This design comes from an exercise in tuning for small area, a short achievable clock period and few clock cycles on the open sky130 flow, not from production work.
In this exercise RTL edits were held to simulation tests only and were not proved equivalent to the original.
Power and IR drop assume default switching activity.

run a:
==> flow/design.v (excerpt) <==
module six_stage_pipeline #(parameter XLEN=32) (
	input logic clk,
	input logic reset,	 
	output logic [XLEN-1:0] imem_addr,
	input logic [31:0] imem_rdata,
	output logic [XLEN-1:0] dmem_addr,
	output logic [XLEN-1:0] dmem_wdata,
	output logic dmem_we,
	input logic [XLEN-1:0] dmem_rdata
);
	localparam logic [6:0] OP_R = 7'b0110011, OP_I = 7'b0010011,
		OP_LOAD = 7'b0000011, OP_STORE = 7'b0100011, OP_BRANCH = 7'b1100011,
		OP_JAL = 7'b1101111, OP_JALR = 7'b1100111, OP_LUI = 7'b0110111,
		OP_AUIPC = 7'b0010111;
	logic [11:2] f_pc_out, f_pc_n, f_pc, pc_next;
	assign f_pc = ~f_pc_n;
	logic d_valid;
	logic [31:0] d_instr;
	logic [11:2] d_pc;
	logic [31:0] e_a, e_b, e_s;	 
	logic e_fa, e_fb, e_fs;		 
	logic e_rf_we, e_load, e_store, e_jalr, e_jump;
	logic e_c_eq, e_c_lt, e_c_ltu, e_c_k;	 
	logic [11:2] e_alt;	 
	logic [1:0] e_jbase;	 
	logic [4:0] e_rd;
	logic e_sub, e_arith, e_add, e_sll, e_srl, e_slt, e_sltu, e_xor, e_or, e_and;
	logic e_kill;	 
	logic m_rf_we, m_load, m_store;
	logic [4:0] m_rd;
	logic [31:0] m_result, m_sdata;
	logic [31:0] m_addr;	 
	logic [31:0] wb_data;
	assign wb_data = m_load ? dmem_rdata : m_result;
	assign dmem_addr = m_addr;
	assign dmem_wdata = m_sdata;
	assign dmem_we = m_store;
	logic [6:0] opcode;
	logic [2:0] f3;
	logic [4:0] rs1, rs2, rd;
	assign opcode = d_instr[6:0];
	assign f3 = d_instr[14:12];
	assign rs1 = d_instr[19:15];
	assign rs2 = d_instr[24:20];
	assign rd = d_instr[11:7];
	logic is_r, is_i, is_load, is_store, is_branch, is_jal, is_jalr, is_lui, is_auipc;
	assign is_r = opcode == OP_R;
	assign is_i = opcode == OP_I;
	assign is_load = opcode == OP_LOAD;
	assign is_store = opcode == OP_STORE;
	assign is_branch = opcode == OP_BRANCH;
  ...
==> flow/config.mk <==
export PLATFORM = sky130hd
export DESIGN_NAME = six_stage_pipeline
export DESIGN_NICKNAME = six_stage_pipeline
export VERILOG_FILES = /design/flow/design.v
export SDC_FILE = /design/flow/constraint.sdc
export NUM_CORES = 4
export LEC_CHECK = 0
export CAP_MARGIN = 20
export CORE_MARGIN = 2
export CORE_UTILIZATION = 55
export SLEW_MARGIN = 20
==> flow/constraint.sdc <==
create_clock -name core_clock -period 12.0 [get_ports {clk}]
set_input_delay 2.4000 -clock core_clock [delete_from_list [all_inputs] [get_ports {clk}]]
set_output_delay 2.4000 -clock core_clock [all_outputs]
set_load 0.01 [all_outputs]
standard.sh (not shown) runs the stock make flow with config.mk's settings and CLKGATE_MAP_FILE= SYNTH_SCRIPT=/design/flow/synth_recipe.tcl, a recipe that flattens the netlist after the stock synthesis.
==> flow/flow/run.sh <==
#!/bin/bash
# Layout flow: the standard ORFS flow (standard.sh, unchanged synthesis),
# with timing repair aimed below the clock period (setup margin), sizing not
# restricted to same-footprint cells, ordinary buffers on the ports and larger clock-tree
# sink clusters (fewer clock buffers).
set -uo pipefail
MARGIN=${MARGIN:-8.3}
bash standard.sh SETUP_SLACK_MARGIN=$MARGIN MATCH_CELL_FOOTPRINT=0 \
	"BUFFER_PORTS_ARGS=-buffer_cell sky130_fd_sc_hd__buf_4" \
	CTS_CLUSTER_SIZE=25 CTS_CLUSTER_DIAMETER=70 finish > standard.log 2>&1
Testbench counts of run a, summed over its fixed seeds: cycles 94,669.
Modified inputs, run b compared to run a
# run a
export LEC_CHECK = 0
export CAP_MARGIN = 20
export CORE_MARGIN = 2
export CORE_UTILIZATION = 55
export SLEW_MARGIN = 20
create_clock -name core_clock -period 12.0 [get_ports {clk}]
# run b
export LEC_CHECK = 0
export CAP_MARGIN = 20
export CORE_MARGIN = 2
export CORE_UTILIZATION = 60
export SLEW_MARGIN = 20
create_clock -name core_clock -period 12.0 [get_ports {clk}]
-- flow/flow/run.sh --
<<< run a, line 3
# with timing repair aimed below the clock period (setup margin), sizing not
# restricted to same-footprint cells, ordinary buffers on the ports and larger clock-tree
>>> run b, line 3
# with timing repair aimed below the clock period (setup margin, repairing
# the worst 20% of the violating endpoints), sizing not restricted to
# same-footprint cells, ordinary buffers on the ports and larger clock-tree
<<< run a, line 8
bash standard.sh SETUP_SLACK_MARGIN=$MARGIN MATCH_CELL_FOOTPRINT=0 \
>>> run b, line 9
bash standard.sh SETUP_SLACK_MARGIN=$MARGIN TNS_END_PERCENT=20 MATCH_CELL_FOOTPRINT=0 \
### Flow results
- Run b reports its timing startpoint of the critical path as d_instr[21]$_DFFE_PN_ while run a reports d_instr[18]$_DFFE_PN_.
- In run b the cell count turned out about 2.2% lower than in run a.
- TritonCTS buffer count, run b vs run a: down by a few percent
- Number of cells upsized or downsized after cts (run b / run a): 0.70
- The fraction of power consumed by the clock network in run b sits 2.8 points below the value recorded for run a.
- The smallest setup slack after layout of run b was inferior to that of run a.
- Detailed-routed wire length on met3 essentially unchanged between run b and run a.
- Changes observed in run b relative to run a: number of clock-tree buffers in the layout now smaller; global-route wire length before repair now smaller; post-layout total power now smaller; layout buffer count excluding clock buffers now smaller; row count now smaller.

-- separate check: timing with driven ports --
The results above use ideal ports. As a check the final layouts listed here were re-extracted and re-timed, cells and wires unchanged. Step 1, drivers: a clkbuf_16 drives clk and a buf_2 each remaining input, both assumed. Step 2 times the ports against the registers' clock, not the clock port: input delays grow and output delays shrink by t, the midpoint of the rising clock arrivals with the driver on. Slacks: no drivers / after step 1 / after step 2; pairs: no drivers / after step 1.
run	shift t [ns]	setup slack, ns	worst slew at a driven data input, ns	pins driven straight from the clock port
run a	0.830	8.073 / 8.073 / 7.321	0.11	1
run b	0.790	7.962 / 7.962 / 7.248	0.09	1
After both steps setup and hold are still met in every run listed. The setup slack of run a, which loses most, moves by 0.000 ns with the drivers and by -0.752 ns with both steps.
